From an optimization exercise on the open Yosys and OpenROAD flow, aimed at small area and a short achievable clock period; shortcuts taken in it are not production practice. The RTL was checked by simulation tests, not by an equivalence proof against the original design. Power is estimated from default activity; no workload was simulated.

==> flow/design.v <==
module output_fifo(
  input              i_clk,
  input  [15:0]      i_we,
  input  [31:0]      i_wdata,
  output [32*16-1:0] o_taps
);
genvar i;
generate
    for (i = 0; i < 128; i = i + 1) begin : g_w
        reg [31:0] w;
    end
    for (i = 0; i < 128; i = i + 1) begin : g_sh
        if (i % 8 == 0) begin : g_wr
            always @(posedge i_clk)
                g_w[i].w <= i_we[i/8] ? i_wdata : g_w[(i+1)%128].w;
        end else begin : g_mv
            always @(posedge i_clk)
                g_w[i].w <= g_w[(i+1)%128].w;
        end
    end
    for (i = 0; i < 16; i = i + 1) begin : g_tap
        assign o_taps[32*i +: 32] = g_w[8*i+4].w;
    end
endgenerate
endmodule
module mulitiplier(
input             i_clk,
input      [31:0] i_data,
input      [31:0] i_datan,     
input      [31:0] i_acc,
output reg [31:0] o_r0,
output reg [31:0] o_r1,
output reg [31:0] o_r2
);
wire pp0 = ~(i_datan[0] | i_datan[1]);
wire pp1 = i_data[0] & i_data[2];
wire pp2 = ~(i_datan[0] | i_datan[3]);
wire pp3 = i_data[0] & i_data[4];
wire pp4 = ~(i_datan[0] | i_datan[5]);
wire pp5 = i_data[0] & i_data[6];
wire pp6 = ~(i_datan[0] | i_datan[7]);
wire pp7 = i_data[0] & i_data[8];
wire pp8 = ~(i_datan[0] | i_datan[9]);
wire pp9 = i_data[0] & i_data[10];
wire pp10 = ~(i_datan[0] | i_datan[11]);
wire pp11 = i_data[0] & i_data[12];
wire pp12 = ~(i_datan[0] | i_datan[13]);
wire pp13 = i_data[0] & i_data[14];
wire pp14 = ~(i_datan[15] | i_datan[0]);
wire pp15 = ~(i_datan[1] | i_datan[2]);
wire pp16 = i_data[1] & i_data[3];
wire pp17 = ~(i_datan[1] | i_datan[4]);
wire pp18 = i_data[1] & i_data[5];
wire pp19 = ~(i_datan[1] | i_datan[6]);
wire pp20 = i_data[1] & i_data[7];
wire pp21 = ~(i_datan[1] | i_datan[8]);
wire pp22 = i_data[1] & i_data[9];
wire pp23 = ~(i_datan[1] | i_datan[10]);
wire pp24 = i_data[1] & i_data[11];
wire pp25 = ~(i_datan[1] | i_datan[12]);
wire pp26 = i_data[1] & i_data[13];
wire pp27 = ~(i_datan[1] | i_datan[14]);
wire pp28 = i_data[15] & i_data[1];
wire pp29 = ~(i_datan[2] | i_datan[3]);
wire pp30 = i_data[2] & i_data[4];
wire pp31 = ~(i_datan[2] | i_datan[5]);
wire pp32 = i_data[2] & i_data[6];
wire pp33 = ~(i_datan[2] | i_datan[7]);
wire pp34 = i_data[2] & i_data[8];
wire pp35 = ~(i_datan[2] | i_datan[9]);
wire pp36 = i_data[2] & i_data[10];
wire pp37 = ~(i_datan[2] | i_datan[11]);
wire pp38 = i_data[2] & i_data[12];
wire pp39 = ~(i_datan[2] | i_datan[13]);
wire pp40 = i_data[2] & i_data[14];
wire pp41 = ~(i_datan[15] | i_datan[2]);
wire pp42 = ~(i_datan[3] | i_datan[4]);
wire pp43 = i_data[3] & i_data[5];
wire pp44 = ~(i_datan[3] | i_datan[6]);
wire pp45 = i_data[3] & i_data[7];
wire pp46 = ~(i_datan[3] | i_datan[8]);
wire pp47 = i_data[3] & i_data[9];
wire pp48 = ~(i_datan[3] | i_datan[10]);
wire pp49 = i_data[3] & i_data[11];
wire pp50 = ~(i_datan[3] | i_datan[12]);
wire pp51 = i_data[3] & i_data[13];
wire pp52 = ~(i_datan[3] | i_datan[14]);
wire pp53 = i_data[15] & i_data[3];
wire pp54 = ~(i_datan[4] | i_datan[5]);
wire pp55 = i_data[4] & i_data[6];
wire pp56 = ~(i_datan[4] | i_datan[7]);
wire pp57 = i_data[4] & i_data[8];
wire pp58 = ~(i_datan[4] | i_datan[9]);
wire pp59 = i_data[4] & i_data[10];
wire pp60 = ~(i_datan[4] | i_datan[11]);
wire pp61 = i_data[4] & i_data[12];
wire pp62 = ~(i_datan[4] | i_datan[13]);
wire pp63 = i_data[4] & i_data[14];
wire pp64 = ~(i_datan[15] | i_datan[4]);
wire pp65 = ~(i_datan[5] | i_datan[6]);
wire pp66 = i_data[5] & i_data[7];
wire pp67 = ~(i_datan[5] | i_datan[8]);
wire pp68 = i_data[5] & i_data[9];
wire pp69 = ~(i_datan[5] | i_datan[10]);
wire pp70 = i_data[5] & i_data[11];
wire pp71 = ~(i_datan[5] | i_datan[12]);
wire pp72 = i_data[5] & i_data[13];
wire pp73 = ~(i_datan[5] | i_datan[14]);
wire pp74 = i_data[15] & i_data[5];
wire pp75 = ~(i_datan[6] | i_datan[7]);
wire pp76 = i_data[6] & i_data[8];
wire pp77 = ~(i_datan[6] | i_datan[9]);
wire pp78 = i_data[6] & i_data[10];
wire pp79 = ~(i_datan[6] | i_datan[11]);
wire pp80 = i_data[6] & i_data[12];
wire pp81 = ~(i_datan[6] | i_datan[13]);
wire pp82 = i_data[6] & i_data[14];
wire pp83 = ~(i_datan[15] | i_datan[6]);
wire pp84 = ~(i_datan[7] | i_datan[8]);
wire pp85 = i_data[7] & i_data[9];
wire pp86 = ~(i_datan[7] | i_datan[10]);
wire pp87 = i_data[7] & i_data[11];
wire pp88 = ~(i_datan[7] | i_datan[12]);
wire pp89 = i_data[7] & i_data[13];
wire pp90 = ~(i_datan[7] | i_datan[14]);
wire pp91 = i_data[15] & i_data[7];
wire pp92 = ~(i_datan[8] | i_datan[9]);
wire pp93 = i_data[8] & i_data[10];
wire pp94 = ~(i_datan[8] | i_datan[11]);
wire pp95 = i_data[8] & i_data[12];
wire pp96 = ~(i_datan[8] | i_datan[13]);
wire pp97 = i_data[8] & i_data[14];
wire pp98 = ~(i_datan[15] | i_datan[8]);
wire pp99 = ~(i_datan[9] | i_datan[10]);
wire pp100 = i_data[9] & i_data[11];
wire pp101 = ~(i_datan[9] | i_datan[12]);
wire pp102 = i_data[9] & i_data[13];
wire pp103 = ~(i_datan[9] | i_datan[14]);
wire pp104 = i_data[15] & i_data[9];
wire pp105 = ~(i_datan[10] | i_datan[11]);
wire pp106 = i_data[10] & i_data[12];
wire pp107 = ~(i_datan[10] | i_datan[13]);
wire pp108 = i_data[10] & i_data[14];
wire pp109 = ~(i_datan[15] | i_datan[10]);
wire pp110 = ~(i_datan[11] | i_datan[12]);
wire pp111 = i_data[11] & i_data[13];
wire pp112 = ~(i_datan[11] | i_datan[14]);
wire pp113 = i_data[15] & i_data[11];
wire pp114 = ~(i_datan[12] | i_datan[13]);
wire pp115 = i_data[12] & i_data[14];
wire pp116 = ~(i_datan[15] | i_datan[12]);
wire pp117 = ~(i_datan[13] | i_datan[14]);
wire pp118 = i_data[15] & i_data[13];
wire pp119 = ~(i_datan[15] | i_datan[14]);
wire pp120 = ~(i_datan[16] | i_datan[17]);
wire pp121 = i_data[16] & i_data[18];
wire pp122 = ~(i_datan[16] | i_datan[19]);
wire pp123 = i_data[16] & i_data[20];
wire pp124 = ~(i_datan[16] | i_datan[21]);
wire pp125 = i_data[16] & i_data[22];
wire pp126 = ~(i_datan[16] | i_datan[23]);
wire pp127 = i_data[16] & i_data[24];
wire pp128 = ~(i_datan[16] | i_datan[25]);
wire pp129 = i_data[16] & i_data[26];
wire pp130 = ~(i_datan[16] | i_datan[27]);
wire pp131 = i_data[16] & i_data[28];
wire pp132 = ~(i_datan[16] | i_datan[29]);
wire pp133 = i_data[16] & i_data[30];
wire pp134 = ~(i_datan[31] | i_datan[16]);
wire pp135 = ~(i_datan[17] | i_datan[18]);
wire pp136 = i_data[17] & i_data[19];
wire pp137 = ~(i_datan[17] | i_datan[20]);
wire pp138 = i_data[17] & i_data[21];
wire pp139 = ~(i_datan[17] | i_datan[22]);
wire pp140 = i_data[17] & i_data[23];
wire pp141 = ~(i_datan[17] | i_datan[24]);
wire pp142 = i_data[17] & i_data[25];
wire pp143 = ~(i_datan[17] | i_datan[26]);
wire pp144 = i_data[17] & i_data[27];
wire pp145 = ~(i_datan[17] | i_datan[28]);
wire pp146 = i_data[17] & i_data[29];
wire pp147 = ~(i_datan[17] | i_datan[30]);
wire pp148 = i_data[31] & i_data[17];
wire pp149 = ~(i_datan[18] | i_datan[19]);
wire pp150 = i_data[18] & i_data[20];
wire pp151 = ~(i_datan[18] | i_datan[21]);
wire pp152 = i_data[18] & i_data[22];
wire pp153 = ~(i_datan[18] | i_datan[23]);
wire pp154 = i_data[18] & i_data[24];
wire pp155 = ~(i_datan[18] | i_datan[25]);
wire pp156 = i_data[18] & i_data[26];
wire pp157 = ~(i_datan[18] | i_datan[27]);
wire pp158 = i_data[18] & i_data[28];
wire pp159 = ~(i_datan[18] | i_datan[29]);
wire pp160 = i_data[18] & i_data[30];
wire pp161 = ~(i_datan[31] | i_datan[18]);
wire pp162 = ~(i_datan[19] | i_datan[20]);
wire pp163 = i_data[19] & i_data[21];
wire pp164 = ~(i_datan[19] | i_datan[22]);
wire pp165 = i_data[19] & i_data[23];
wire pp166 = ~(i_datan[19] | i_datan[24]);
wire pp167 = i_data[19] & i_data[25];
wire pp168 = ~(i_datan[19] | i_datan[26]);
wire pp169 = i_data[19] & i_data[27];
wire pp170 = ~(i_datan[19] | i_datan[28]);
wire pp171 = i_data[19] & i_data[29];
wire pp172 = ~(i_datan[19] | i_datan[30]);
wire pp173 = i_data[31] & i_data[19];
wire pp174 = ~(i_datan[20] | i_datan[21]);
wire pp175 = i_data[20] & i_data[22];
wire pp176 = ~(i_datan[20] | i_datan[23]);
wire pp177 = i_data[20] & i_data[24];
wire pp178 = ~(i_datan[20] | i_datan[25]);
wire pp179 = i_data[20] & i_data[26];
wire pp180 = ~(i_datan[20] | i_datan[27]);
wire pp181 = i_data[20] & i_data[28];
wire pp182 = ~(i_datan[20] | i_datan[29]);
wire pp183 = i_data[20] & i_data[30];
wire pp184 = ~(i_datan[31] | i_datan[20]);
wire pp185 = ~(i_datan[21] | i_datan[22]);
wire pp186 = i_data[21] & i_data[23];
wire pp187 = ~(i_datan[21] | i_datan[24]);
wire pp188 = i_data[21] & i_data[25];
wire pp189 = ~(i_datan[21] | i_datan[26]);
wire pp190 = i_data[21] & i_data[27];
wire pp191 = ~(i_datan[21] | i_datan[28]);
wire pp192 = i_data[21] & i_data[29];
wire pp193 = ~(i_datan[21] | i_datan[30]);
wire pp194 = i_data[31] & i_data[21];
wire pp195 = ~(i_datan[22] | i_datan[23]);
wire pp196 = i_data[22] & i_data[24];
wire pp197 = ~(i_datan[22] | i_datan[25]);
wire pp198 = i_data[22] & i_data[26];
wire pp199 = ~(i_datan[22] | i_datan[27]);
wire pp200 = i_data[22] & i_data[28];
wire pp201 = ~(i_datan[22] | i_datan[29]);
wire pp202 = i_data[22] & i_data[30];
wire pp203 = ~(i_datan[31] | i_datan[22]);
wire pp204 = ~(i_datan[23] | i_datan[24]);
wire pp205 = i_data[23] & i_data[25];
wire pp206 = ~(i_datan[23] | i_datan[26]);
wire pp207 = i_data[23] & i_data[27];
wire pp208 = ~(i_datan[23] | i_datan[28]);
wire pp209 = i_data[23] & i_data[29];
wire pp210 = ~(i_datan[23] | i_datan[30]);
wire pp211 = i_data[31] & i_data[23];
wire pp212 = ~(i_datan[24] | i_datan[25]);
wire pp213 = i_data[24] & i_data[26];
wire pp214 = ~(i_datan[24] | i_datan[27]);
wire pp215 = i_data[24] & i_data[28];
wire pp216 = ~(i_datan[24] | i_datan[29]);
wire pp217 = i_data[24] & i_data[30];
wire pp218 = ~(i_datan[31] | i_datan[24]);
wire pp219 = ~(i_datan[25] | i_datan[26]);
wire pp220 = i_data[25] & i_data[27];
wire pp221 = ~(i_datan[25] | i_datan[28]);
wire pp222 = i_data[25] & i_data[29];
wire pp223 = ~(i_datan[25] | i_datan[30]);
wire pp224 = i_data[31] & i_data[25];
wire pp225 = ~(i_datan[26] | i_datan[27]);
wire pp226 = i_data[26] & i_data[28];
wire pp227 = ~(i_datan[26] | i_datan[29]);
wire pp228 = i_data[26] & i_data[30];
wire pp229 = ~(i_datan[31] | i_datan[26]);
wire pp230 = ~(i_datan[27] | i_datan[28]);
wire pp231 = i_data[27] & i_data[29];
wire pp232 = ~(i_datan[27] | i_datan[30]);
wire pp233 = i_data[31] & i_data[27];
wire pp234 = ~(i_datan[28] | i_datan[29]);
wire pp235 = i_data[28] & i_data[30];
wire pp236 = ~(i_datan[31] | i_datan[28]);
wire pp237 = ~(i_datan[29] | i_datan[30]);
wire pp238 = i_data[31] & i_data[29];
wire pp239 = ~(i_datan[31] | i_datan[30]);
wire t1 = i_acc[10] ^ i_data[21] ^ i_data[5];
wire t2 = (i_acc[10] & i_data[21]) | (i_acc[10] & i_data[5]) | (i_data[21] & i_data[5]);
wire t3 = i_acc[11] ^ pp109;
wire t4 = i_acc[11] & pp109;
wire t5 = i_acc[12] ^ i_data[22] ^ i_data[6];
wire t6 = (i_acc[12] & i_data[22]) | (i_acc[12] & i_data[6]) | (i_data[22] & i_data[6]);
wire t7 = pp10 ^ pp113 ^ pp130;
wire t8 = (pp10 & pp113) | (pp10 & pp130) | (pp113 & pp130);
wire t9 = pp143 ^ pp155;
wire t10 = pp143 & pp155;
wire t11 = i_acc[13] ^ pp11 ^ pp116;
wire t12 = (i_acc[13] & pp11) | (i_acc[13] & pp116) | (pp11 & pp116);
wire t13 = pp131 ^ pp144 ^ pp156;
wire t14 = (pp131 & pp144) | (pp131 & pp156) | (pp144 & pp156);
wire t15 = pp167 ^ pp177;
wire t16 = pp167 & pp177;
wire t17 = i_acc[14] ^ i_data[23] ^ i_data[7];
wire t18 = (i_acc[14] & i_data[23]) | (i_acc[14] & i_data[7]) | (i_data[23] & i_data[7]);
wire t19 = pp118 ^ pp12 ^ pp132;
wire t20 = (pp118 & pp12) | (pp118 & pp132) | (pp12 & pp132);
wire t21 = pp145 ^ pp157 ^ pp168;
wire t22 = (pp145 & pp157) | (pp145 & pp168) | (pp157 & pp168);
wire t23 = pp178 ^ pp187 ^ pp195;
wire t24 = (pp178 & pp187) | (pp178 & pp195) | (pp187 & pp195);
wire t25 = pp238 ^ pp25;
wire t26 = pp238 & pp25;
wire t27 = i_acc[15] ^ pp119 ^ pp13;
wire t28 = (i_acc[15] & pp119) | (i_acc[15] & pp13) | (pp119 & pp13);
wire t29 = pp133 ^ pp146 ^ pp158;
wire t30 = (pp133 & pp146) | (pp133 & pp158) | (pp146 & pp158);
wire t31 = pp169 ^ pp179 ^ pp188;
wire t32 = (pp169 & pp179) | (pp169 & pp188) | (pp179 & pp188);
wire t33 = pp196 ^ pp239 ^ pp26;
wire t34 = (pp196 & pp239) | (pp196 & pp26) | (pp239 & pp26);
wire t35 = pp38 ^ pp49;
wire t36 = pp38 & pp49;
wire t37 = i_acc[16] ^ i_data[24] ^ i_data[8];
wire t38 = (i_acc[16] & i_data[24]) | (i_acc[16] & i_data[8]) | (i_data[24] & i_data[8]);
wire t39 = pp147 ^ pp159 ^ pp170;
wire t40 = (pp147 & pp159) | (pp147 & pp170) | (pp159 & pp170);
wire t41 = pp180 ^ pp189 ^ pp197;
wire t42 = (pp180 & pp189) | (pp180 & pp197) | (pp189 & pp197);
wire t43 = pp204 ^ pp27 ^ pp39;
wire t44 = (pp204 & pp27) | (pp204 & pp39) | (pp27 & pp39);
wire t45 = pp50 ^ pp60;
wire t46 = pp50 & pp60;
wire t47 = i_acc[17] ^ pp160 ^ pp171;
wire t48 = (i_acc[17] & pp160) | (i_acc[17] & pp171) | (pp160 & pp171);
wire t49 = pp181 ^ pp190 ^ pp198;
wire t50 = (pp181 & pp190) | (pp181 & pp198) | (pp190 & pp198);
wire t51 = pp205 ^ pp40;
wire t52 = pp205 & pp40;
wire t53 = i_acc[18] ^ i_data[25] ^ i_data[9];
wire t54 = (i_acc[18] & i_data[25]) | (i_acc[18] & i_data[9]) | (i_data[25] & i_data[9]);
wire t55 = pp172 ^ pp182 ^ pp191;
wire t56 = (pp172 & pp182) | (pp172 & pp191) | (pp182 & pp191);
wire t57 = pp199 ^ pp206;
wire t58 = pp199 & pp206;
wire t59 = i_acc[19] ^ pp183;
wire t60 = i_acc[19] & pp183;
wire t61 = i_acc[20] ^ i_data[10];
wire t62 = i_acc[20] & i_data[10];
wire t63 = i_acc[6] ^ i_data[19] ^ i_data[3];
wire t64 = (i_acc[6] & i_data[19]) | (i_acc[6] & i_data[3]) | (i_data[19] & i_data[3]);
wire t65 = i_acc[7] ^ pp125;
wire t66 = i_acc[7] & pp125;
wire t67 = i_acc[8] ^ i_data[20] ^ i_data[4];
wire t68 = (i_acc[8] & i_data[20]) | (i_acc[8] & i_data[4]) | (i_data[20] & i_data[4]);
wire t69 = pp126 ^ pp139 ^ pp151;
wire t70 = (pp126 & pp139) | (pp126 & pp151) | (pp139 & pp151);
wire t71 = pp162 ^ pp19;
wire t72 = pp162 & pp19;
wire t73 = i_acc[9] ^ pp127 ^ pp140;
wire t74 = (i_acc[9] & pp127) | (i_acc[9] & pp140) | (pp127 & pp140);
wire t75 = pp152 ^ pp163 ^ pp20;
wire t76 = (pp152 & pp163) | (pp152 & pp20) | (pp163 & pp20);
wire t77 = pp218 ^ pp32;
wire t78 = pp218 & pp32;
wire t79 = pp104 ^ pp128 ^ pp141;
wire t80 = (pp104 & pp128) | (pp104 & pp141) | (pp128 & pp141);
wire t81 = pp153 ^ pp164 ^ pp174;
wire t82 = (pp153 & pp164) | (pp153 & pp174) | (pp164 & pp174);
wire t83 = pp21 ^ pp224 ^ pp33;
wire t84 = (pp21 & pp224) | (pp21 & pp33) | (pp224 & pp33);
wire t85 = pp44 ^ pp54;
wire t86 = pp44 & pp54;
wire t87 = pp129 ^ pp142 ^ pp154;
wire t88 = (pp129 & pp142) | (pp129 & pp154) | (pp142 & pp154);
wire t89 = pp165 ^ pp175 ^ pp22;
wire t90 = (pp165 & pp175) | (pp165 & pp22) | (pp175 & pp22);
wire t91 = pp229 ^ pp34 ^ pp45;
wire t92 = (pp229 & pp34) | (pp229 & pp45) | (pp34 & pp45);
wire t93 = pp55 ^ pp9 ^ t2;
wire t94 = (pp55 & pp9) | (pp55 & t2) | (pp9 & t2);
wire t95 = pp166 ^ pp176 ^ pp185;
wire t96 = (pp166 & pp176) | (pp166 & pp185) | (pp176 & pp185);
wire t97 = pp23 ^ pp233 ^ pp35;
wire t98 = (pp23 & pp233) | (pp23 & pp35) | (pp233 & pp35);
wire t99 = pp46 ^ pp56 ^ pp65;
wire t100 = (pp46 & pp56) | (pp46 & pp65) | (pp56 & pp65);
wire t101 = t4 ^ t5 ^ t7;
wire t102 = (t4 & t5) | (t4 & t7) | (t5 & t7);
wire t103 = pp186 ^ pp236 ^ pp24;
wire t104 = (pp186 & pp236) | (pp186 & pp24) | (pp236 & pp24);
wire t105 = pp36 ^ pp47 ^ pp57;
wire t106 = (pp36 & pp47) | (pp36 & pp57) | (pp47 & pp57);
wire t107 = pp66 ^ t10 ^ t11;
wire t108 = (pp66 & t10) | (pp66 & t11) | (t10 & t11);
wire t109 = t13 ^ t15 ^ t6;
wire t110 = (t13 & t15) | (t13 & t6) | (t15 & t6);
wire t111 = pp37 ^ pp48 ^ pp58;
wire t112 = (pp37 & pp48) | (pp37 & pp58) | (pp48 & pp58);
wire t113 = pp67 ^ pp75 ^ t12;
wire t114 = (pp67 & pp75) | (pp67 & t12) | (pp75 & t12);
wire t115 = t14 ^ t16 ^ t17;
wire t116 = (t14 & t16) | (t14 & t17) | (t16 & t17);
wire t117 = t19 ^ t21 ^ t23;
wire t118 = (t19 & t21) | (t19 & t23) | (t21 & t23);
wire t119 = pp59 ^ pp68 ^ pp76;
wire t120 = (pp59 & pp68) | (pp59 & pp76) | (pp68 & pp76);
wire t121 = t18 ^ t20 ^ t22;
wire t122 = (t18 & t20) | (t18 & t22) | (t20 & t22);
wire t123 = t24 ^ t26 ^ t27;
wire t124 = (t24 & t26) | (t24 & t27) | (t26 & t27);
wire t125 = t29 ^ t31 ^ t33;
wire t126 = (t29 & t31) | (t29 & t33) | (t31 & t33);
wire t127 = pp69 ^ pp77 ^ pp84;
wire t128 = (pp69 & pp77) | (pp69 & pp84) | (pp77 & pp84);
wire t129 = t28 ^ t30 ^ t32;
wire t130 = (t28 & t30) | (t28 & t32) | (t30 & t32);
wire t131 = t34 ^ t36 ^ t37;
wire t132 = (t34 & t36) | (t34 & t37) | (t36 & t37);
wire t133 = t39 ^ t41 ^ t43;
wire t134 = (t39 & t41) | (t39 & t43) | (t41 & t43);
wire t135 = pp51 ^ pp61 ^ pp70;
wire t136 = (pp51 & pp61) | (pp51 & pp70) | (pp61 & pp70);
wire t137 = pp78 ^ pp85 ^ t38;
wire t138 = (pp78 & pp85) | (pp78 & t38) | (pp85 & t38);
wire t139 = t40 ^ t42 ^ t44;
wire t140 = (t40 & t42) | (t40 & t44) | (t42 & t44);
wire t141 = t46 ^ t47 ^ t49;
wire t142 = (t46 & t47) | (t46 & t49) | (t47 & t49);
wire t143 = pp212 ^ pp52 ^ pp62;
wire t144 = (pp212 & pp52) | (pp212 & pp62) | (pp52 & pp62);
wire t145 = pp71 ^ pp79 ^ pp86;
wire t146 = (pp71 & pp79) | (pp71 & pp86) | (pp79 & pp86);
wire t147 = pp92 ^ t48 ^ t50;
wire t148 = (pp92 & t48) | (pp92 & t50) | (t48 & t50);
wire t149 = t52 ^ t53 ^ t55;
wire t150 = (t52 & t53) | (t52 & t55) | (t53 & t55);
wire t151 = pp192 ^ pp200 ^ pp207;
wire t152 = (pp192 & pp200) | (pp192 & pp207) | (pp200 & pp207);
wire t153 = pp213 ^ pp63 ^ pp72;
wire t154 = (pp213 & pp63) | (pp213 & pp72) | (pp63 & pp72);
wire t155 = pp80 ^ pp87 ^ pp93;
wire t156 = (pp80 & pp87) | (pp80 & pp93) | (pp87 & pp93);
wire t157 = t54 ^ t56 ^ t58;
wire t158 = (t54 & t56) | (t54 & t58) | (t56 & t58);
wire t159 = i_data[26] ^ pp193 ^ pp201;
wire t160 = (i_data[26] & pp193) | (i_data[26] & pp201) | (pp193 & pp201);
wire t161 = pp208 ^ pp214 ^ pp219;
wire t162 = (pp208 & pp214) | (pp208 & pp219) | (pp214 & pp219);
wire t163 = pp73 ^ pp81 ^ pp88;
wire t164 = (pp73 & pp81) | (pp73 & pp88) | (pp81 & pp88);
wire t165 = pp94 ^ pp99 ^ t60;
wire t166 = (pp94 & pp99) | (pp94 & t60) | (pp99 & t60);
wire t167 = i_acc[21] ^ pp100 ^ pp202;
wire t168 = (i_acc[21] & pp100) | (i_acc[21] & pp202) | (pp100 & pp202);
wire t169 = pp209 ^ pp215 ^ pp220;
wire t170 = (pp209 & pp215) | (pp209 & pp220) | (pp215 & pp220);
wire t171 = pp82 ^ pp89;
wire t172 = pp82 & pp89;
wire t173 = i_acc[22] ^ i_data[11] ^ i_data[27];
wire t174 = (i_acc[22] & i_data[11]) | (i_acc[22] & i_data[27]) | (i_data[11] & i_data[27]);
wire t175 = pp101 ^ pp105 ^ pp210;
wire t176 = (pp101 & pp105) | (pp101 & pp210) | (pp105 & pp210);
wire t177 = pp216 ^ pp221;
wire t178 = pp216 & pp221;
wire t179 = i_acc[23] ^ pp102;
wire t180 = i_acc[23] & pp102;
wire t181 = i_acc[24] ^ i_data[12];
wire t182 = i_acc[24] & i_data[12];
wire t183 = i_acc[2] ^ i_data[17];
wire t184 = i_acc[2] & i_data[17];
wire t185 = i_acc[4] ^ i_data[18] ^ i_data[2];
wire t186 = (i_acc[4] & i_data[18]) | (i_acc[4] & i_data[2]) | (i_data[18] & i_data[2]);
wire t187 = pp122 ^ pp135;
wire t188 = pp122 & pp135;
wire t189 = i_acc[5] ^ pp123 ^ pp136;
wire t190 = (i_acc[5] & pp123) | (i_acc[5] & pp136) | (pp123 & pp136);
wire t191 = pp16 ^ pp184;
wire t192 = pp16 & pp184;
wire t193 = pp124 ^ pp137 ^ pp149;
wire t194 = (pp124 & pp137) | (pp124 & pp149) | (pp137 & pp149);
wire t195 = pp17 ^ pp194 ^ pp29;
wire t196 = (pp17 & pp194) | (pp17 & pp29) | (pp194 & pp29);
wire t197 = pp4 ^ pp74;
wire t198 = pp4 & pp74;
wire t199 = pp138 ^ pp150 ^ pp18;
wire t200 = (pp138 & pp150) | (pp138 & pp18) | (pp150 & pp18);
wire t201 = pp203 ^ pp30 ^ pp5;
wire t202 = (pp203 & pp30) | (pp203 & pp5) | (pp30 & pp5);
wire t203 = pp83 ^ t64 ^ t65;
wire t204 = (pp83 & t64) | (pp83 & t65) | (t64 & t65);
wire t205 = pp211 ^ pp31 ^ pp42;
wire t206 = (pp211 & pp31) | (pp211 & pp42) | (pp31 & pp42);
wire t207 = pp6 ^ pp91 ^ t66;
wire t208 = (pp6 & pp91) | (pp6 & t66) | (pp91 & t66);
wire t209 = t67 ^ t69 ^ t71;
wire t210 = (t67 & t69) | (t67 & t71) | (t69 & t71);
wire t211 = pp43 ^ pp7 ^ pp98;
wire t212 = (pp43 & pp7) | (pp43 & pp98) | (pp7 & pp98);
wire t213 = t68 ^ t70 ^ t72;
wire t214 = (t68 & t70) | (t68 & t72) | (t70 & t72);
wire t215 = t73 ^ t75 ^ t77;
wire t216 = (t73 & t75) | (t73 & t77) | (t75 & t77);
wire t217 = pp8 ^ t1 ^ t74;
wire t218 = (pp8 & t1) | (pp8 & t74) | (t1 & t74);
wire t219 = t76 ^ t78 ^ t79;
wire t220 = (t76 & t78) | (t76 & t79) | (t78 & t79);
wire t221 = t81 ^ t83 ^ t85;
wire t222 = (t81 & t83) | (t81 & t85) | (t83 & t85);
wire t223 = t3 ^ t80 ^ t82;
wire t224 = (t3 & t80) | (t3 & t82) | (t80 & t82);
wire t225 = t84 ^ t86 ^ t87;
wire t226 = (t84 & t86) | (t84 & t87) | (t86 & t87);
wire t227 = t89 ^ t91 ^ t93;
wire t228 = (t89 & t91) | (t89 & t93) | (t91 & t93);
wire t229 = t88 ^ t9 ^ t90;
wire t230 = (t88 & t9) | (t88 & t90) | (t9 & t90);
wire t231 = t92 ^ t95 ^ t97;
wire t232 = (t92 & t95) | (t92 & t97) | (t95 & t97);
wire t233 = t99 ^ t101 ^ t94;
wire t234 = (t99 & t101) | (t99 & t94) | (t101 & t94);
wire t235 = t100 ^ t103 ^ t105;
wire t236 = (t100 & t103) | (t100 & t105) | (t103 & t105);
wire t237 = t8 ^ t96 ^ t98;
wire t238 = (t8 & t96) | (t8 & t98) | (t96 & t98);
wire t239 = t102 ^ t107 ^ t109;
wire t240 = (t102 & t107) | (t102 & t109) | (t107 & t109);
wire t241 = t104 ^ t106 ^ t111;
wire t242 = (t104 & t106) | (t104 & t111) | (t106 & t111);
wire t243 = t25 ^ t108 ^ t110;
wire t244 = (t25 & t108) | (t25 & t110) | (t108 & t110);
wire t245 = t113 ^ t115 ^ t117;
wire t246 = (t113 & t115) | (t113 & t117) | (t115 & t117);
wire t247 = t112 ^ t119 ^ t35;
wire t248 = (t112 & t119) | (t112 & t35) | (t119 & t35);
wire t249 = t114 ^ t116 ^ t118;
wire t250 = (t114 & t116) | (t114 & t118) | (t116 & t118);
wire t251 = t121 ^ t123 ^ t125;
wire t252 = (t121 & t123) | (t121 & t125) | (t123 & t125);
wire t253 = t120 ^ t127 ^ t45;
wire t254 = (t120 & t127) | (t120 & t45) | (t127 & t45);
wire t255 = t122 ^ t124 ^ t126;
wire t256 = (t122 & t124) | (t122 & t126) | (t124 & t126);
wire t257 = t129 ^ t131 ^ t133;
wire t258 = (t129 & t131) | (t129 & t133) | (t131 & t133);
wire t259 = t128 ^ t135 ^ t51;
wire t260 = (t128 & t135) | (t128 & t51) | (t135 & t51);
wire t261 = t130 ^ t132 ^ t134;
wire t262 = (t130 & t132) | (t130 & t134) | (t132 & t134);
wire t263 = t137 ^ t139 ^ t141;
wire t264 = (t137 & t139) | (t137 & t141) | (t139 & t141);
wire t265 = t136 ^ t143 ^ t145;
wire t266 = (t136 & t143) | (t136 & t145) | (t143 & t145);
wire t267 = t57 ^ t138 ^ t140;
wire t268 = (t57 & t138) | (t57 & t140) | (t138 & t140);
wire t269 = t142 ^ t147 ^ t149;
wire t270 = (t142 & t147) | (t142 & t149) | (t147 & t149);
wire t271 = t144 ^ t146 ^ t151;
wire t272 = (t144 & t146) | (t144 & t151) | (t146 & t151);
wire t273 = t153 ^ t155 ^ t59;
wire t274 = (t153 & t155) | (t153 & t59) | (t155 & t59);
wire t275 = t148 ^ t150 ^ t157;
wire t276 = (t148 & t150) | (t148 & t157) | (t150 & t157);
wire t277 = t152 ^ t154 ^ t156;
wire t278 = (t152 & t154) | (t152 & t156) | (t154 & t156);
wire t279 = t159 ^ t161 ^ t163;
wire t280 = (t159 & t161) | (t159 & t163) | (t161 & t163);
wire t281 = t61 ^ t158 ^ t165;
wire t282 = (t61 & t158) | (t61 & t165) | (t158 & t165);
wire t283 = pp95 ^ t160 ^ t162;
wire t284 = (pp95 & t160) | (pp95 & t162) | (t160 & t162);
wire t285 = t164 ^ t167 ^ t169;
wire t286 = (t164 & t167) | (t164 & t169) | (t167 & t169);
wire t287 = t171 ^ t62 ^ t166;
wire t288 = (t171 & t62) | (t171 & t166) | (t62 & t166);
wire t289 = pp225 ^ pp90 ^ pp96;
wire t290 = (pp225 & pp90) | (pp225 & pp96) | (pp90 & pp96);
wire t291 = t168 ^ t170 ^ t172;
wire t292 = (t168 & t170) | (t168 & t172) | (t170 & t172);
wire t293 = t173 ^ t175 ^ t177;
wire t294 = (t173 & t175) | (t173 & t177) | (t175 & t177);
wire t295 = pp106 ^ pp217 ^ pp222;
wire t296 = (pp106 & pp217) | (pp106 & pp222) | (pp217 & pp222);
wire t297 = pp226 ^ pp97 ^ t174;
wire t298 = (pp226 & pp97) | (pp226 & t174) | (pp97 & t174);
wire t299 = t176 ^ t178 ^ t179;
wire t300 = (t176 & t178) | (t176 & t179) | (t178 & t179);
wire t301 = i_data[28] ^ pp103 ^ pp107;
wire t302 = (i_data[28] & pp103) | (i_data[28] & pp107) | (pp103 & pp107);
wire t303 = pp110 ^ pp223 ^ pp227;
wire t304 = (pp110 & pp223) | (pp110 & pp227) | (pp223 & pp227);
wire t305 = pp230 ^ t180 ^ t181;
wire t306 = (pp230 & t180) | (pp230 & t181) | (t180 & t181);
wire t307 = i_acc[25] ^ pp108 ^ pp111;
wire t308 = (i_acc[25] & pp108) | (i_acc[25] & pp111) | (pp108 & pp111);
wire t309 = pp228 ^ pp231;
wire t310 = pp228 & pp231;
wire t311 = i_acc[26] ^ i_data[13] ^ i_data[29];
wire t312 = (i_acc[26] & i_data[13]) | (i_acc[26] & i_data[29]) | (i_data[13] & i_data[29]);
wire t313 = pp112 ^ pp114;
wire t314 = pp112 & pp114;
wire t315 = i_acc[0] ^ i_data[0];
wire t316 = i_acc[0] & i_data[0];
wire t317 = i_data[1] ^ pp0 ^ pp120;
wire t318 = (i_data[1] & pp0) | (i_data[1] & pp120) | (pp0 & pp120);
wire t319 = i_acc[3] ^ pp1 ^ pp121;
wire t320 = (i_acc[3] & pp1) | (i_acc[3] & pp121) | (pp1 & pp121);
wire t321 = pp161 ^ pp41;
wire t322 = pp161 & pp41;
wire t323 = pp15 ^ pp173 ^ pp2;
wire t324 = (pp15 & pp173) | (pp15 & pp2) | (pp173 & pp2);
wire t325 = pp53 ^ t185 ^ t187;
wire t326 = (pp53 & t185) | (pp53 & t187) | (t185 & t187);
wire t327 = pp3 ^ pp64 ^ t186;
wire t328 = (pp3 & pp64) | (pp3 & t186) | (pp64 & t186);
wire t329 = t188 ^ t189 ^ t191;
wire t330 = (t188 & t189) | (t188 & t191) | (t189 & t191);
wire t331 = t190 ^ t192 ^ t193;
wire t332 = (t190 & t192) | (t190 & t193) | (t192 & t193);
wire t333 = t195 ^ t197 ^ t63;
wire t334 = (t195 & t197) | (t195 & t63) | (t197 & t63);
wire t335 = t194 ^ t196 ^ t198;
wire t336 = (t194 & t196) | (t194 & t198) | (t196 & t198);
wire t337 = t199 ^ t201 ^ t203;
wire t338 = (t199 & t201) | (t199 & t203) | (t201 & t203);
wire t339 = t200 ^ t202 ^ t205;
wire t340 = (t200 & t202) | (t200 & t205) | (t202 & t205);
wire t341 = t204 ^ t207 ^ t209;
wire t342 = (t204 & t207) | (t204 & t209) | (t207 & t209);
wire t343 = t206 ^ t211 ^ t208;
wire t344 = (t206 & t211) | (t206 & t208) | (t211 & t208);
wire t345 = t210 ^ t213 ^ t215;
wire t346 = (t210 & t213) | (t210 & t215) | (t213 & t215);
wire t347 = t212 ^ t214 ^ t216;
wire t348 = (t212 & t214) | (t212 & t216) | (t214 & t216);
wire t349 = t217 ^ t219 ^ t221;
wire t350 = (t217 & t219) | (t217 & t221) | (t219 & t221);
wire t351 = t218 ^ t220 ^ t222;
wire t352 = (t218 & t220) | (t218 & t222) | (t220 & t222);
wire t353 = t223 ^ t225 ^ t227;
wire t354 = (t223 & t225) | (t223 & t227) | (t225 & t227);
wire t355 = t224 ^ t226 ^ t229;
wire t356 = (t224 & t226) | (t224 & t229) | (t226 & t229);
wire t357 = t231 ^ t228 ^ t233;
wire t358 = (t231 & t228) | (t231 & t233) | (t228 & t233);
wire t359 = t230 ^ t232 ^ t235;
wire t360 = (t230 & t232) | (t230 & t235) | (t232 & t235);
wire t361 = t237 ^ t234 ^ t239;
wire t362 = (t237 & t234) | (t237 & t239) | (t234 & t239);
wire t363 = t236 ^ t238 ^ t241;
wire t364 = (t236 & t238) | (t236 & t241) | (t238 & t241);
wire t365 = t240 ^ t243 ^ t245;
wire t366 = (t240 & t243) | (t240 & t245) | (t243 & t245);
wire t367 = t242 ^ t247 ^ t244;
wire t368 = (t242 & t247) | (t242 & t244) | (t247 & t244);
wire t369 = t246 ^ t249 ^ t251;
wire t370 = (t246 & t249) | (t246 & t251) | (t249 & t251);
wire t371 = t248 ^ t253 ^ t250;
wire t372 = (t248 & t253) | (t248 & t250) | (t253 & t250);
wire t373 = t252 ^ t255 ^ t257;
wire t374 = (t252 & t255) | (t252 & t257) | (t255 & t257);
wire t375 = t254 ^ t259 ^ t256;
wire t376 = (t254 & t259) | (t254 & t256) | (t259 & t256);
wire t377 = t258 ^ t261 ^ t263;
wire t378 = (t258 & t261) | (t258 & t263) | (t261 & t263);
wire t379 = t260 ^ t265 ^ t262;
wire t380 = (t260 & t265) | (t260 & t262) | (t265 & t262);
wire t381 = t264 ^ t267 ^ t269;
wire t382 = (t264 & t267) | (t264 & t269) | (t267 & t269);
wire t383 = t266 ^ t271 ^ t273;
wire t384 = (t266 & t271) | (t266 & t273) | (t271 & t273);
wire t385 = t268 ^ t270 ^ t275;
wire t386 = (t268 & t270) | (t268 & t275) | (t270 & t275);
wire t387 = t272 ^ t274 ^ t277;
wire t388 = (t272 & t274) | (t272 & t277) | (t274 & t277);
wire t389 = t279 ^ t276 ^ t281;
wire t390 = (t279 & t276) | (t279 & t281) | (t276 & t281);
wire t391 = t278 ^ t280 ^ t283;
wire t392 = (t278 & t280) | (t278 & t283) | (t280 & t283);
wire t393 = t285 ^ t282 ^ t287;
wire t394 = (t285 & t282) | (t285 & t287) | (t282 & t287);
wire t395 = t289 ^ t284 ^ t286;
wire t396 = (t289 & t284) | (t289 & t286) | (t284 & t286);
wire t397 = t291 ^ t293 ^ t288;
wire t398 = (t291 & t293) | (t291 & t288) | (t293 & t288);
wire t399 = t290 ^ t295 ^ t292;
wire t400 = (t290 & t295) | (t290 & t292) | (t295 & t292);
wire t401 = t294 ^ t297 ^ t299;
wire t402 = (t294 & t297) | (t294 & t299) | (t297 & t299);
wire t403 = t296 ^ t301 ^ t303;
wire t404 = (t296 & t301) | (t296 & t303) | (t301 & t303);
wire t405 = t298 ^ t300 ^ t305;
wire t406 = (t298 & t300) | (t298 & t305) | (t300 & t305);
wire t407 = t182 ^ t302 ^ t304;
wire t408 = (t182 & t302) | (t182 & t304) | (t302 & t304);
wire t409 = t307 ^ t309 ^ t306;
wire t410 = (t307 & t309) | (t307 & t306) | (t309 & t306);
wire t411 = pp232 ^ pp234 ^ t308;
wire t412 = (pp232 & pp234) | (pp232 & t308) | (pp234 & t308);
wire t413 = t310 ^ t311 ^ t313;
wire t414 = (t310 & t311) | (t310 & t313) | (t311 & t313);
wire t415 = i_acc[27] ^ pp115 ^ pp235;
wire t416 = (i_acc[27] & pp115) | (i_acc[27] & pp235) | (pp115 & pp235);
wire t417 = t312 ^ t314;
wire t418 = t312 & t314;
wire t419 = i_acc[28] ^ i_data[14] ^ i_data[30];
wire t420 = (i_acc[28] & i_data[14]) | (i_acc[28] & i_data[30]) | (i_data[14] & i_data[30]);
wire t421 = pp117 ^ pp237;
wire t422 = pp117 & pp237;
wire t423 = i_data[15] ^ i_data[16];
wire t424 = i_data[15] & i_data[16];
wire t425 = i_acc[1] ^ pp134 ^ pp14;
wire t426 = (i_acc[1] & pp134) | (i_acc[1] & pp14) | (pp134 & pp14);
wire t427 = pp148 ^ pp28 ^ t183;
wire t428 = (pp148 & pp28) | (pp148 & t183) | (pp28 & t183);
wire t429 = t184 ^ t318 ^ t319;
wire t430 = (t184 & t318) | (t184 & t319) | (t318 & t319);
wire t431 = t320 ^ t322 ^ t323;
wire t432 = (t320 & t322) | (t320 & t323) | (t322 & t323);
wire t433 = t324 ^ t326 ^ t327;
wire t434 = (t324 & t326) | (t324 & t327) | (t326 & t327);
wire t435 = t328 ^ t330 ^ t331;
wire t436 = (t328 & t330) | (t328 & t331) | (t330 & t331);
wire t437 = t332 ^ t334 ^ t335;
wire t438 = (t332 & t334) | (t332 & t335) | (t334 & t335);
wire t439 = t336 ^ t339 ^ t338;
wire t440 = (t336 & t339) | (t336 & t338) | (t339 & t338);
wire t441 = t340 ^ t342 ^ t343;
wire t442 = (t340 & t342) | (t340 & t343) | (t342 & t343);
wire t443 = t344 ^ t346 ^ t347;
wire t444 = (t344 & t346) | (t344 & t347) | (t346 & t347);
wire t445 = t348 ^ t350 ^ t351;
wire t446 = (t348 & t350) | (t348 & t351) | (t350 & t351);
wire t447 = t352 ^ t355 ^ t354;
wire t448 = (t352 & t355) | (t352 & t354) | (t355 & t354);
wire t449 = t356 ^ t359 ^ t358;
wire t450 = (t356 & t359) | (t356 & t358) | (t359 & t358);
wire t451 = t360 ^ t363 ^ t362;
wire t452 = (t360 & t363) | (t360 & t362) | (t363 & t362);
wire t453 = t364 ^ t366 ^ t367;
wire t454 = (t364 & t366) | (t364 & t367) | (t366 & t367);
wire t455 = t368 ^ t370 ^ t371;
wire t456 = (t368 & t370) | (t368 & t371) | (t370 & t371);
wire t457 = t372 ^ t374 ^ t375;
wire t458 = (t372 & t374) | (t372 & t375) | (t374 & t375);
wire t459 = t376 ^ t378 ^ t379;
wire t460 = (t376 & t378) | (t376 & t379) | (t378 & t379);
wire t461 = t383 ^ t380 ^ t382;
wire t462 = (t383 & t380) | (t383 & t382) | (t380 & t382);
wire t463 = t384 ^ t387 ^ t386;
wire t464 = (t384 & t387) | (t384 & t386) | (t387 & t386);
wire t465 = t388 ^ t391 ^ t390;
wire t466 = (t388 & t391) | (t388 & t390) | (t391 & t390);
wire t467 = t392 ^ t395 ^ t394;
wire t468 = (t392 & t395) | (t392 & t394) | (t395 & t394);
wire t469 = t396 ^ t399 ^ t401;
wire t470 = (t396 & t399) | (t396 & t401) | (t399 & t401);
wire t471 = t403 ^ t400 ^ t402;
wire t472 = (t403 & t400) | (t403 & t402) | (t400 & t402);
wire t473 = t404 ^ t407 ^ t406;
wire t474 = (t404 & t407) | (t404 & t406) | (t407 & t406);
wire t475 = t408 ^ t411 ^ t413;
wire t476 = (t408 & t411) | (t408 & t413) | (t411 & t413);
wire t477 = t415 ^ t412 ^ t414;
wire t478 = (t415 & t412) | (t415 & t414) | (t412 & t414);
wire t479 = t416 ^ t419 ^ t421;
wire t480 = (t416 & t419) | (t416 & t421) | (t419 & t421);
wire t481 = i_acc[29] ^ t420;
wire t482 = i_acc[29] & t420;
always @(posedge i_clk) begin
    o_r0 <= {i_acc[31], t482, t480, t478, t476, t474, t472, t470, t468, t466, t464, t462, t460, t458, t456, t454, t452, t450, t448, t446, t444, t442, t440, t438, t436, t434, t432, t430, t428, t426, t424, t423};
    o_r1 <= {1'b0, i_acc[30], t481, t479, t477, t475, t473, t471, t469, t467, t465, t463, t461, t459, t457, t455, t453, t451, t449, t447, t445, t443, t441, t439, t437, t435, t433, t431, t429, t427, t425, i_data[31]};
    o_r2 <= {1'b0, 1'b0, t422, t418, t417, t410, t409, t405, t398, t397, t393, t389, t385, t381, t377, t373, t369, t365, t361, t357, t353, t349, t345, t341, t337, t333, t329, t325, t321, t317, t316, t315};
end
endmodule
module output_ctrl(
input         i_clk,
input         i_rst_n,
input         i_done,         
input         i_busy,
output        o_fire,
output [3:0]  o_oj,
input  [29:0] i_rd,
input         i_cap,
input  [29:0] i_sum,
output [31:0] o_data,
output reg    o_data_valid,
input         i_data_ready
);
reg         act;                
reg  [6:0]  rc;                 
reg  [6:0]  ooff;               
reg         fe;                 
reg  [29:0] od;
wire        xfer = o_data_valid & i_data_ready & ~fe;    
assign      o_fire = act & ~o_data_valid & ~fe & ~i_busy & (ooff[2:0] == 3'd0);
assign      o_oj   = ooff[6:3];
always @(posedge i_clk) begin
    if (!i_rst_n) begin
        act          <= 1'b0;
        rc           <= 7'd0;
        ooff         <= 7'd123;
        fe           <= 1'b0;
        o_data_valid <= 1'b0;
    end else begin
        fe <= o_fire;
        if (fe)
            o_data_valid <= 1'b1;
        else if (xfer) begin
            o_data_valid <= 1'b0;
            rc <= rc + 7'd1;
            if (rc == 7'd127)
                act <= 1'b0;
        end
        if (!xfer)
            ooff <= ooff - 7'd1;
        if (i_done) begin
            act          <= 1'b1;
            o_data_valid <= 1'b1;
        end
    end
    od <= fe ? i_rd : i_cap ? i_sum : od;
end
assign o_data = {od[29], od[29], od};
endmodule
module fft_computer(
input        i_clk,
input        i_rst_n,
input        i_data_valid,
input [31:0] i_data,
output       o_data_ready,
output       o_data_valid,
output [31:0]o_data,
input        i_data_ready
);
assign o_data_ready = 1'b1;
wire [31:0] din = {i_data[31], i_data[30:16] ^ {15{i_data[31]}},
                   i_data[15], i_data[14:0]  ^ {15{i_data[15]}}};
reg  [31:0] dl [1:7];
reg  [7:1]  dv;
wire [7:0]  dva = {dv, i_data_valid};    
reg [8:0]  pc;                  
reg [6:0]  off;                 
wire       take = (|dva) & (off[2:0] == 3'd0);
wire [7:0] old;                 
genvar k;
generate
    for (k = 0; k < 8; k = k + 1) begin : g_old
        if (k == 7) begin : g_top
            assign old[k] = dva[k];
        end else begin : g_low
            assign old[k] = dva[k] & ~(|dva[7:k+1]);
        end
    end
endgenerate
reg [31:0] psel;
integer m;
always @(*) begin
    psel = din & {32{old[0]}};
    for (m = 1; m < 8; m = m + 1)
        psel = psel | (dl[m] & {32{old[m]}});
end
wire [8:0] pc_n  = take ? pc + 9'd1 : pc;
wire [6:0] off_n = take ? off : off - 7'd1;
wire       busy  = (off_n[2:0] == 3'd0) & (pc_n[8:7] != 2'd0);    
wire       fire;                
wire [3:0] oj;                  
reg        go1, cap1, racc;
reg [3:0]  j1;
reg [15:0] rsel;                
reg [31:0] pd, pdn;             
always @(posedge i_clk) begin
    dl[1] <= din;
    for (m = 2; m < 8; m = m + 1)
        dl[m] <= dl[m-1];
    if (!i_rst_n) begin
        dv   <= 7'd0;
        pc   <= 9'd0;
        off  <= 7'd124;
        go1  <= 1'b0;
        cap1 <= 1'b0;
        racc <= 1'b0;
        rsel <= 16'd0;
    end else begin
        dv <= dva[6:0] & ~(old[6:0] & {7{take}});
        pc   <= pc_n;
        off  <= off_n;
        go1  <= take;
        cap1 <= take & (pc == 9'd384);
        racc <= busy;
        rsel <= busy ? (16'd1 << off_n[6:3]) : fire ? (16'd1 << oj) : 16'd0;
    end
    j1 <= off[6:3];
    pd  <= psel;
    pdn <= ~psel;
end
wire [32*16-1:0] rtap;           
reg  [31:0]      rdm;
always @(*) begin
    rdm = 32'd0;
    for (m = 0; m < 16; m = m + 1)
        rdm = rdm | (rtap[32*m +: 32] & {32{rsel[m]}});
end
reg  [31:0]      rd;             
always @(posedge i_clk)
    rd <= rdm & {32{racc}};
wire [31:0] pr0, pr1, pr2;      
mulitiplier mult (
    .i_clk(i_clk),
    .i_data(pd),
    .i_datan(pdn),
    .i_acc(rd),
    .o_r0(pr0),
    .o_r1(pr1),
    .o_r2(pr2)
);
wire [31:0] cx = pr0 ^ pr1 ^ pr2;
wire [31:0] cy = {(pr0[30:0] & pr1[30:0]) | (pr0[30:0] & pr2[30:0]) | (pr1[30:0] & pr2[30:0]), 1'b0};
wire [15:0] slo_w;
wire        c16_w;
adder16 add_lo (
    .i_a(cx[15:0]),
    .i_b(cy[15:0]),
    .i_c(1'b0),
    .o_s(slo_w),
    .o_c(c16_w)
);
reg        go2, go3, cap2, cap3;
reg [3:0]  j2, j3;
reg [15:0] slo, xhi, yhi;
reg        c16;
always @(posedge i_clk) begin
    go2  <= i_rst_n & go1;
    cap2 <= i_rst_n & cap1;
    j2   <= j1;
    go3  <= i_rst_n & go2;
    cap3 <= i_rst_n & cap2;
    j3   <= j2;
    slo  <= slo_w;
    c16  <= c16_w;
    xhi  <= cx[31:16];
    yhi  <= cy[31:16];
end
wire [15:0] shi;
adder16 add_hi (
    .i_a(xhi),
    .i_b(yhi),
    .i_c(c16),
    .o_s(shi),
    .o_c()
);
wire [31:0] sum = {shi, slo};
wire [15:0] we = go3 ? (16'd1 << j3) : 16'd0;
output_fifo ring (
    .i_clk(i_clk),
    .i_we(we),
    .i_wdata(sum),
    .o_taps(rtap)
);
output_ctrl ctrl (
    .i_clk(i_clk),
    .i_rst_n(i_rst_n),
    .i_done(take & (pc == 9'd511)),
    .i_busy(busy),
    .o_fire(fire),
    .o_oj(oj),
    .i_rd(rdm[31:2]),
    .i_cap(cap3),
    .i_sum(sum[31:2]),
    .o_data(o_data),
    .o_data_valid(o_data_valid),
    .i_data_ready(i_data_ready)
);
endmodule
module adder16(
input  [15:0] i_a,
input  [15:0] i_b,
input         i_c,
output [15:0] o_s,
output        o_c
);
wire [15:0] g [0:4];
wire [15:0] p [0:4];
wire [15:0] h = i_a ^ i_b;
assign g[0] = (i_a & i_b) | {15'd0, h[0] & i_c};
assign p[0] = h;
genvar l, i;
generate
    for (l = 0; l < 4; l = l + 1) begin : g_lvl
        for (i = 0; i < 16; i = i + 1) begin : g_bit
            if (i >= (1 << l)) begin : g_op
                assign g[l+1][i] = g[l][i] | (p[l][i] & g[l][i-(1<<l)]);
                assign p[l+1][i] = p[l][i] & p[l][i-(1<<l)];
            end else begin : g_pass
                assign g[l+1][i] = g[l][i];
                assign p[l+1][i] = p[l][i];
            end
        end
    end
endgenerate
assign o_s = h ^ {g[4][14:0], i_c};
assign o_c = g[4][15];
endmodule
==> flow/flow/run.sh <==
#!/bin/bash
# The standard layout, except that the port buffers are buf_2 cells rather
# than the delay cells buffer_ports picks by default (every port still gets
# its buffer), and clock tree synthesis adds no dummy loads.  make's full
# output goes to flow.log; ORFS keeps each step's log under orfs/logs/.
set -euo pipefail
export BUFFER_PORTS_ARGS="-buffer_cell sky130_fd_sc_hd__buf_2"
export CTS_ARGS="-sink_clustering_enable -repair_clock_nets -sink_clustering_size 22 -sink_clustering_max_diameter 80 -dont_use_dummy_load"
bash ./standard.sh > flow.log 2>&1
==> flow/standard.sh <==
#!/bin/bash
# synth_recipe.tcl (not shown) runs the flow's synth.tcl, then flattens the netlist and writes it again
# the make line also repeats each setting of config.mk as NAME=value (left out here)
make -C /OpenROAD-flow-scripts/flow DESIGN_CONFIG=/design/flow/config.mk WORK_HOME=/design/flow/orfs CLKGATE_MAP_FILE= SYNTH_SCRIPT=/design/flow/synth_recipe.tcl "${@:-finish}"
==> flow/config.mk <==
export PLATFORM = sky130hd
export DESIGN_NAME = fft_computer
export DESIGN_NICKNAME = fft_computer
export VERILOG_FILES = /design/flow/design.v
export SDC_FILE = /design/flow/constraint.sdc
export NUM_CORES = 4
export LEC_CHECK = 0
export CAP_MARGIN = 20
export CORE_MARGIN = 2
export CORE_UTILIZATION = 70
export CTS_CLUSTER_DIAMETER = 80
export CTS_CLUSTER_SIZE = 22
export SLEW_MARGIN = 20
==> flow/constraint.sdc <==
create_clock -name core_clock -period 10.0 [get_ports {i_clk}]
set_input_delay 2.0000 -clock core_clock [delete_from_list [all_inputs] [get_ports {i_clk}]]
set_output_delay 2.0000 -clock core_clock [all_outputs]
set_load 0.01 [all_outputs]
==> results.py <==
metrics = {
    "sta": {
        "hold_ws_ns": 0.225,
        "slew_viol_final": 0,
        "setup-tns-final_ns": 0,
        "slew_headroom_pct": 24.0,
        "tightest_slew_ns": 1.14,
        "rsz0062_at_grt": "no",
        "hold_viol_final": 0,
        "min_period_over_period_pct": 35.2,
        "layout_min_cycle_time_ns": 3.52,
        "max_clock_freq_mhz": 284,
        "clock-skew-final_ns": 0.115,
        "setup_viol": 0,
    },
    "synthesis": {
        "synth_commonest_cells": "dfxtp_1 (4633), nand2_1 (832), inv_1 (293)",
        "ys_seq_area_share_pct": 80.9,
        "yosys_most_used_dff": "dfxtp_1",
        "synth_area_sq_um": 116000,
        "async_reset_ff_share_pct": 0,
        "syn_avg_cell_area_sq_um": 14.5,
        "ys_top_cells_by_area": "dfxtp_1 (80%), fa_1 (4.2%), nand2_1 (2.7%)",
        "synth_largest_area_cell": "dfxtp_1",
        "synth_top_area_share_pct": 80.1,
        "ys_warn_count": 6,
        "synthesis.nets": 8336,
        "synthCells": 7988,
        "synth.most_common_cell": "dfxtp_1",
        "synth_seq_cells": 4663,
        "ys_types": 78,
        "synth_edf_count": 30,
    },
    "worst_setup_path": {
        "cp.arrival_ns": 1.52,
        "r2r-start": "pd[15]",
        "rrSetupSlack_ns": 6.52,
        "cp.required_ns": 8.00,
        "cp_slowest_cell": "edfxtp_1",
        "max_stage_delay_ns": 0.47,
        "cp.depth": 1,
        "end_kind": "output pin",
        "crit_buf_inv": 1,
        "critPathLaunchType": "flip-flop",
        "crit_type": "reg -> out",
        "critical_path.top_delay_family": "flip-flops",
        "worstReg2RegEnd": "mult.o_r1[15]",
        "reg2reg_depth": 10,
        "critical_path.cell_chain": "buf_2",
        "cp_max_fo": 1,
    },
    "routing": {
        "drt_iter0_drc": 4663,
        "wire_per_inst_um": 24.6,
        "drtPass1Iterations": 6,
        "drc": 0,
        "wl_um": 253000,
        "num_vias": 55300,
        "antenna_left": 0,
        "avgViaCountPerCell": 5.38,
    },
    "power_and_ir_drop": {
        "p_leak_nw": 51.3,
        "power.density_nw_per_um2": 263,
        "peakVddDrop_v": 0.000248,
    },
    "die": {
        "num_rows": 149,
        "die_area_sq_um": 169000,
        "ios": 70,
        "initial_core_util_pct": 70.3,
        "dieWidth_um": 411,
        "core_region_area_sq_um": 165000,
        "fp.dieH_um": 411,
    },
    "flow_run": {
        "maxCapViolations": 0,
    },
    "global_routing": {
        "grt_pass1_wl_um": 368000,
        "grt.met2_usage_pct": 47.8,
        "grt_pass1_vias": 56100,
        "grt_antenna_before_repair": 13,
        "grtUsageMet3_pct": 3.68,
        "use_met1_pct": 44.3,
        "track_usage_pct": 30.0,
        "busiest_layer": "met2",
        "gr-total-overflow": 0,
        "grt_max_degree": 69,
    },
    "placed_design": {
        "dp.cells": 10000,
        "gp_congestion": 0.860,
        "port-buffer-count": 68,
        "dpl.hpwl_um": 147000,
    },
    "hold_path": {
        "min-delay-start": "ring.g_w[119].w[7]",
        "whs_path_depth": 0,
        "min_path_type": "reg -> reg",
        "whs_endpoint": "ring.g_w[118].w[7]",
    },
    "final_layout": {
        "seq_area_sq_um": 93700,
        "multi_input_comb_area_sq_um": 20300,
        "nNetsFinal": 8438,
        "layout.cells.non_filler": 10300,
        "area_growth_pct": 7.57,
        "final_layout_size_suffix_gt1_share_pct": 7.76,
        "fillers": 9807,
    },
    "clock_tree": {
        "cts_tree": "built",
        "ctsResizeCount": 0,
        "cts-root-buf": "clkbuf_16",
        "path_clk_slew_ns": 0.08,
        "postCtsHoldBufs": 0,
        "cts_sinks": 4663,
        "post-cts-setup-buffers": 0,
        "clk_latency_ns": 0.89,
        "cts_buffer_depth": 3,
        "cts_made_buffers": 233,
        "cts_max_level": 4,
    },
    "outcome": {
        "outcome": "no timing/DRC/antenna violations",
    },
}
==> cell families after synthesis <==
group	after synthesis	synth area share (%)
DFF	4663	80.9
and+or+nand+nor	1483	5.74
AOI/OAI and AO/OA	735	4.53
buffers and inverters	563	1.84
adders and majority gates	312	4.95
muxes	156	1.49
xor gates and xnor gates	75	0.567
other	1	0.00324
==> layout by cell type (no fill, tap or decap), types with 28 or more instances in the layout <==
cell type,synthesis,routed
nor2_1,205,196
or4_1,33,33
mux2_2,134,134
inv_1,293,293
fa_1,244,244
nor2b_1,70,69
ha_1,68,68
or2_2,52,52
xnor2_1,33,30
nand2_1,832,820
a221o_1,32,32
nand3_1,84,79
o21ai_0,223,223
a21oi_1,44,44
a221oi_1,61,61
a22oi_1,168,168
clkbuf_16,0,233
buf_2,5,68
nor3_1,29,28
and3_1,39,38
edfxtp_1,30,30
buf_4,4,69
dfxtp_1,4633,4614
and2_1,72,70
a22o_1,91,91
xor2_1,42,40
==> area by class of cell <==
class	instances	area share, %
sequential	4663	75.2
multi-input combinational	2762	16.3
clock buffer	233	4.68
tap	2189	2.20
inverter	293	0.883
timing repair buffer	137	0.689
antenna	4	0.00804
==> how the worst max path moves through the flow <==
stage                      start            end  slack [ns]
floorplan             i_data[15]         pd[10]        6.34
global placement    i_data_valid       rsel[12]        6.03
detailed placement  i_data_valid       rsel[10]        5.95
CTS                  ctrl.od[28]     o_data[28]        6.40
global route             pdn[30]  mult.o_r1[17]        6.40
finish               ctrl.od[28]     o_data[28]        6.48
==> power breakdown <==
group | switching, W | total (W) | internal, W
Clock | 0.00532 | 0.00944 | 0.00412
Combinational | 0.00219 | 0.00337 | 0.00118
Sequential | 0.000712 | 0.0199 | 0.0192
Total | 0.00822 | 0.0327 | 0.0245
==> registers in the layout, summed over array words and instances, names as in the netlist, 9 cells and up <==
register and count:
slo 16, ring.g_w.w 4096, xhi 16, mult.o_r2 30
rsel 16, mult.o_r1 31, dl 224, yhi 16
pc 9, rd 32, mult.o_r0 32, pdn 32
pd 32, ctrl.od 30
==> through the flow <==
stage	utilization, %	area (sq um)	total power [W]	worst slack, ns
2_1_floorplan	-	116000	0.0221	6.34
3_3_place_gp	72.1	119000	0.0236	6.03
3_5_place_dp	72.1	119000	0.0237	5.95
4_1_cts	75.7	125000	0.0328	6.40
5_1_grt	75.7	125000	0.0339	6.40
6_report	75.7	125000	0.0327	6.48
==> routing by layer <==
metal  vias to the layer above  share of wire [%]
met5                         -                  0
li1                      25600                  -
met4                         0                2.3
met1                     27900                 46
met3                       350                4.9
met2                      1382                 46

re-timing with driven ports:
The results above use ideal ports. As a check the final layout listed here was re-extracted and re-timed, cells and wires unchanged. Step 1 (the two cells are an assumption about what drives the block):
set clk [get_ports {i_clk}]
set_driving_cell -lib_cell sky130_fd_sc_hd__clkbuf_16 $clk
set_driving_cell -lib_cell sky130_fd_sc_hd__buf_2 [delete_from_list [all_inputs] $clk]
Step 2, shift: input delay + t, output delay - t, t = (earliest + latest rising clock arrival at the registers) / 2. This alone moves slack from input paths to output paths. Slacks: no drivers / after step 1 / after step 2; pairs: no drivers / after step 1.
t (ns): 0.899
setup WS [ns]: 6.484 / 6.402 / 5.953
worst setup path at the end: input to register
pins driven straight from the clock port: 1
After both steps this run still meets setup and hold. For this run, drivers alone change the setup slack by -0.082 ns; drivers and shift together by -0.531 ns.
